Context: an optimization exercise on an open-source flow, tuned for small area and a short achievable clock period. The choices shown serve that exercise and are no tape-out recipe. At most, simulation tests tie the RTL to the original design; equivalence was not proved. No driver is modelled on the clock port, so clock power and skew are understated where the tree is cut down; a real chip needs a root buffer or a tree. Power figures rest on the tool's default switching activity, not on a simulated workload.

Setup of before:
// fifo_sync
module fifo_sync(clk,rst,wen,ren,data_in,data_out,full,empty);
  input clk;
  input rst;
  input wen;
  input ren;
  input [31 : 0] data_in;
  output reg [31 : 0] data_out;
  output reg full, empty;
  reg [31:0] mem [7:0];
  reg [3:0] wj;      
  reg [3:0] rj;      
  reg nfull;         
  reg nempty;        
  function automatic [7:0] jdec(input [3:0] j);
    begin
      jdec[0] = ~j[3] & ~j[0];
      jdec[1] =  j[0] & ~j[1];
      jdec[2] =  j[1] & ~j[2];
      jdec[3] =  j[2] & ~j[3];
      jdec[4] =  j[3] &  j[0];
      jdec[5] = ~j[0] &  j[1];
      jdec[6] = ~j[1] &  j[2];
      jdec[7] = ~j[2] &  j[3];
    end
  endfunction
  function automatic [3:0] jinc(input [3:0] j);
    jinc = {j[2:0], ~j[3]};
  endfunction
  wire [7:0] wsel = jdec(wj);
  wire [7:0] rsel = jdec(rj);
  wire wr = wen & nfull;
  wire rd = ren & nempty;
  integer i;
  always @(posedge clk)
    for (i = 0; i < 8; i = i + 1)
      if (nfull & wsel[i])
        mem[i] <= data_in;
  reg [31:0] rdata;
  ...
==> module fifo_sync, before the edit <==
module fifo_sync(clk,rst,wen,ren,data_in,data_out,full,empty);
  input clk;
  input rst;
  input wen;
  input ren;
  input [31 : 0] data_in;
  output reg [31 : 0] data_out;
  output reg full, empty;
  reg [31:0] mem [7:0];
  reg [3:0] wj;      
  reg [3:0] rj;      
  reg nfull;         
  reg nempty;        
  function automatic [7:0] jdec(input [3:0] j);
    begin
      jdec[0] = ~j[3] & ~j[0];
      jdec[1] =  j[0] & ~j[1];
      jdec[2] =  j[1] & ~j[2];
      jdec[3] =  j[2] & ~j[3];
      jdec[4] =  j[3] &  j[0];
      jdec[5] = ~j[0] &  j[1];
      jdec[6] = ~j[1] &  j[2];
      jdec[7] = ~j[2] &  j[3];
    end
  endfunction
  function automatic [3:0] jinc(input [3:0] j);
    jinc = {j[2:0], ~j[3]};
  endfunction
  wire [7:0] wsel = jdec(wj);
  wire [7:0] rsel = jdec(rj);
  wire wr = wen & nfull;
  wire rd = ren & nempty;
  integer i;
  always @(posedge clk)
    for (i = 0; i < 8; i = i + 1)
      if (nfull & wsel[i])
        mem[i] <= data_in;
  reg [31:0] rdata;
  always @* begin
    rdata = 32'd0;
    for (i = 0; i < 8; i = i + 1)
      rdata = rdata | ({32{~rst & rsel[i]}} & mem[i]);
  end
  always @(posedge clk)
    if (rd | rst)
      data_out <= rdata;
  wire almost_full  = (jinc(wj) == rj);    
  wire almost_empty = (jinc(rj) == wj);    
  reg full_n, empty_n;
  always @* begin
    full_n  = ~nfull;
    empty_n = ~nempty;
    if (wr & ~rd) begin
      empty_n = 1'b0;
      full_n  = almost_full;
    end
    if (rd & ~wr) begin
      full_n  = 1'b0;
      empty_n = almost_empty;
    end
  end
  always @(posedge clk) begin
    if (rst) begin
      wj     <= 4'd0;
      rj     <= 4'd0;
      full   <= 1'b0;
      empty  <= 1'b1;
      nfull  <= 1'b1;
      nempty <= 1'b0;
    end else begin
      if (wr) wj <= jinc(wj);
      if (rd) rj <= jinc(rj);
      full   <= full_n;
      empty  <= empty_n;
      nfull  <= ~full_n;
      nempty <= ~empty_n;
    end
  end
endmodule
Settings: LEC_CHECK=0, ABC_CLOCK_PERIOD_IN_PS=800, CAP_MARGIN=20, CORE_MARGIN=2, CORE_UTILIZATION=65, SETUP_SLACK_MARGIN=0.7, SLEW_MARGIN=20; clock period 2.0 ns.
standard.sh (not shown) runs the stock make flow with config.mk's settings and CLKGATE_MAP_FILE= SYNTH_SCRIPT=/design/flow/synth_recipe.tcl, a recipe that flattens the netlist after the stock synthesis.
==> flow/flow/run.sh <==
#!/bin/bash
# The standard layout, with three changes:
#  - output-port buffers become buf_2 after global placement (outbuf.tcl);
#  - CTS without dummy loads, in clusters of at most 20 sinks;
#  - after CTS the clock port drives four branch buffers directly instead of
#    a root buffer and two branch buffers (post_cts.tcl, retree.tcl).
set -uo pipefail
here=$(pwd)
bash standard.sh finish \
  POST_GLOBAL_PLACE_TCL="$here/flow/outbuf.tcl" \
  POST_CTS_TCL="$here/flow/post_cts.tcl" \
  CTS_ARGS="-sink_clustering_enable -repair_clock_nets -sink_clustering_size 20 -sink_clustering_max_diameter 60 -dont_use_dummy_load" \
  > "$here/standard.log" 2>&1
Other scripts of this flow, unchanged in this note and not shown: flow/flow/outbuf.tcl, flow/flow/post_cts.tcl, flow/flow/retree.tcl
Input changes introduced in after (baseline for comparison: before):
diff --git a/flow/design.v b/flow/design.v
--- a/flow/design.v
+++ b/flow/design.v
@@ -34,17 +34,18 @@
   always @(posedge clk)
     for (i = 0; i < 8; i = i + 1)
       if (nfull & wsel[i])
         mem[i] <= data_in;
+  wire take = rd & ~rst;
+  wire hold = ~rd & ~rst;
   reg [31:0] rdata;
   always @* begin
-    rdata = 32'd0;
+    rdata = {32{hold}} & data_out;
     for (i = 0; i < 8; i = i + 1)
-      rdata = rdata | ({32{~rst & rsel[i]}} & mem[i]);
+      rdata = rdata | ({32{take & rsel[i]}} & mem[i]);
   end
   always @(posedge clk)
-    if (rd | rst)
-      data_out <= rdata;
+    data_out <= rdata;
   wire almost_full  = (jinc(wj) == rj);    
   wire almost_empty = (jinc(rj) == wj);    
   reg full_n, empty_n;
   always @* begin
### Flow results
- Taking before as the reference, in after total area of sequential cells now smaller, part of the total power dissipated in combinational logic shows a reduction of 0.7 points, count of placed standard cells in the final layout, fillers left out grew by 72, clock power comparable.
- after against before: design area moved down; sequential share of cell area now smaller.
- Relative to before, the die area measured on after has increased slightly.
Function not checked in before: the RTL went through the layout flow alone.

Another version of the RTL of fifo_sync (not shown whole).
Size in the first run: roughly 660 cells after synthesis, ~320 flip-flops, about 70 I/O pins, about 0.011 mm^2 of cells after synthesis.
## fifo_sync
module fifo_sync(clk,rst,wen,ren,data_in,data_out,full,empty);
==> module fifo_sync, before the edit <==
module fifo_sync(clk,rst,wen,ren,data_in,data_out,full,empty);
  input clk;
  input rst;
  input wen;
  input ren;
  input [31 : 0] data_in;
  output reg [31 : 0] data_out;
  output reg full, empty;
  reg [31:0] mem [7:0];
  reg [7:0] wsel;    
  reg [7:0] rsel;    
  reg [7:1] cnt;     
  reg nfull;         
  reg nempty;        
  wire wr = wen & nfull;
  wire rd = ren & nempty;
  wire up   = wr & ~rd;
  wire down = rd & ~wr;
  integer i;
  always @(posedge clk)
    for (i = 0; i < 8; i = i + 1)
      if (wsel[i])
        mem[i] <= data_in;
  reg [31:0] head;
  always @* begin
    head = 32'd0;
    for (i = 0; i < 8; i = i + 1)
      head = head | ({32{rsel[i]}} & mem[i]);
  end
  wire take = rd & ~rst;
  wire hold = ~rd & ~rst;
  always @(posedge clk)
    data_out <= ({32{take}} & head) | ({32{hold}} & data_out);
  wire [8:0] c = {~nfull, cnt, ~nempty};
  wire [8:0] c_n = up ? {c[7:0], 1'b0} : down ? {1'b0, c[8:1]} : c;
  wire [7:0] wpos  = wsel | ({8{~nfull}} & rsel);
  wire [7:0] wnext = {wpos[6:0], wpos[7]};
  wire [7:0] rnext = {rsel[6:0], rsel[7]};
  always @(posedge clk) begin
    if (rst) begin
      wsel   <= 8'd1;
      rsel   <= 8'd1;
      cnt    <= 7'd0;
      full   <= 1'b0;
      empty  <= 1'b1;
      nfull  <= 1'b1;
      nempty <= 1'b0;
    end else begin
      wsel   <= c_n[8] ? 8'd0 : (wr ? wnext : wpos);
      if (rd) rsel <= rnext;
      cnt    <= c_n[7:1];
      full   <= c_n[8];
      empty  <= c_n[0];
      nfull  <= ~c_n[8];
      nempty <= ~c_n[0];
    end
  end
endmodule
export LEC_CHECK = 0
export CAP_MARGIN = 20
export CORE_MARGIN = 2
export CORE_UTILIZATION = 65
export SETUP_SLACK_MARGIN = 0.7
export SLEW_MARGIN = 20
export TNS_END_PERCENT = 5
create_clock -name core_clock -period 2.0 [get_ports {clk}]
==> flow/flow/run.sh <==
#!/bin/bash
# The standard layout, with three changes:
#  - port buffers become plain buffers after global placement (iobuf.tcl);
#  - CTS without dummy loads, in clusters of at most 28 sinks;
#  - after CTS the clock port drives four branch buffers directly instead of
#    a root buffer and two branch buffers (post_cts.tcl, retree.tcl).
set -uo pipefail
here=$(pwd)
bash standard.sh finish \
  POST_GLOBAL_PLACE_TCL="$here/flow/iobuf.tcl" \
  POST_CTS_TCL="$here/flow/post_cts.tcl" \
  CTS_ARGS="-sink_clustering_enable -repair_clock_nets -sink_clustering_size 28 -sink_clustering_max_diameter 80 -dont_use_dummy_load" \
  > "$here/standard.log" 2>&1
Other scripts of this flow, unchanged in this note and not shown: flow/flow/iobuf.tcl, flow/flow/post_cts.tcl, flow/flow/retree.tcl
Then changed:
--- a/flow/design.v
+++ b/flow/design.v
@@ -13,8 +13,4 @@
   reg nfull;         
   reg nempty;        
-  wire wr = wen & nfull;
-  wire rd = ren & nempty;
-  wire up   = wr & ~rd;
-  wire down = rd & ~wr;
   integer i;
   always @(posedge clk)
@@ -28,13 +24,26 @@
       head = head | ({32{rsel[i]}} & mem[i]);
   end
-  wire take = rd & ~rst;
-  wire hold = ~rd & ~rst;
+  wire take = ~rst & ren & nempty;
+  wire hold = ~rst & (~ren | ~nempty);
   always @(posedge clk)
     data_out <= ({32{take}} & head) | ({32{hold}} & data_out);
   wire [8:0] c = {~nfull, cnt, ~nempty};
-  wire [8:0] c_n = up ? {c[7:0], 1'b0} : down ? {1'b0, c[8:1]} : c;
-  wire [7:0] wpos  = wsel | ({8{~nfull}} & rsel);
-  wire [7:0] wnext = {wpos[6:0], wpos[7]};
+  wire inc  = wen & ~ren;         
+  wire dec  = ren & ~wen;         
+  wire same = ~(wen ^ ren);       
+  reg [8:0] c_n;
+  always @* begin
+    c_n[0] = (c[1] & dec) | (c[0] & ~wen);
+    for (i = 1; i < 8; i = i + 1)
+      c_n[i] = (c[i-1] & (i == 1 ? wen : inc)) |
+               (c[i+1] & (i == 7 ? ren : dec)) |
+               (c[i] & same);
+    c_n[8] = (c[7] & inc) | (c[8] & ~ren);
+  end
+  wire [7:0] wprev = {wsel[6:0], wsel[7]};
   wire [7:0] rnext = {rsel[6:0], rsel[7]};
+  wire [7:0] wsel_n = ({8{wen & ~(c[7] & ~ren)}} & wprev) |
+                      ({8{~wen}} & wsel) |
+                      ({8{c[8] & ren}} & rsel);
   always @(posedge clk) begin
     if (rst) begin
@@ -47,6 +56,6 @@
       nempty <= 1'b0;
     end else begin
-      wsel   <= c_n[8] ? 8'd0 : (wr ? wnext : wpos);
-      if (rd) rsel <= rnext;
+      wsel   <= wsel_n;
+      if (ren & nempty) rsel <= rnext;
       cnt    <= c_n[7:1];
       full   <= c_n[8];
The changed run went through all stages and came out clean. Register-to-register slack improves by 0.05 ns. Via count decreases by a few percent. Routed wire length decreases slightly. Critical path depth does not change. Total power decreases by a few percent. Core utilization decreases by 0.46 points. First-iteration DRC count increases by about a fifth. Final area decreases slightly. Hold slack improves by 0.023 ns.

-- afterwards: timing with drivers on the ports --
Ports are ideal in the flow. The routed layouts listed here were re-timed in OpenROAD.
Step 1 (the two cells are an assumption about what drives the block):
set clk [get_ports {clk}]
set_driving_cell -lib_cell sky130_fd_sc_hd__clkbuf_16 $clk
set_driving_cell -lib_cell sky130_fd_sc_hd__buf_2 [delete_from_list [all_inputs] $clk]
Step 2 also shifts input and output timing later by t, the mid clock arrival at the registers, as if the neighbouring blocks saw the same clock.
Three values: ideal, step 1, step 2; two values: the first two.
run | t, ns | setup slack, ns | clock arrival spread, ns | slew at the worst register clock pin (ns)
before | 0.399 | 0.283 / 0.283 / 0.231 | 0.027 / 0.026 | 0.08 / 0.08
after | 0.393 | 0.331 / 0.331 / 0.223 | 0.029 / 0.028 | 0.08 / 0.08
the first run of note 2 | 0.398 | 0.658 / 0.658 / 0.426 | 0.054 / 0.054 | 0.11 / 0.11
the second run of note 2 | 0.382 | 0.707 / 0.708 / 0.446 | 0.045 / 0.045 | 0.10 / 0.10
After both steps setup and hold are still met in every run listed. The setup slack of the second run of note 2, which loses most, moves by +0.001 ns with the drivers and by -0.261 ns with both steps.
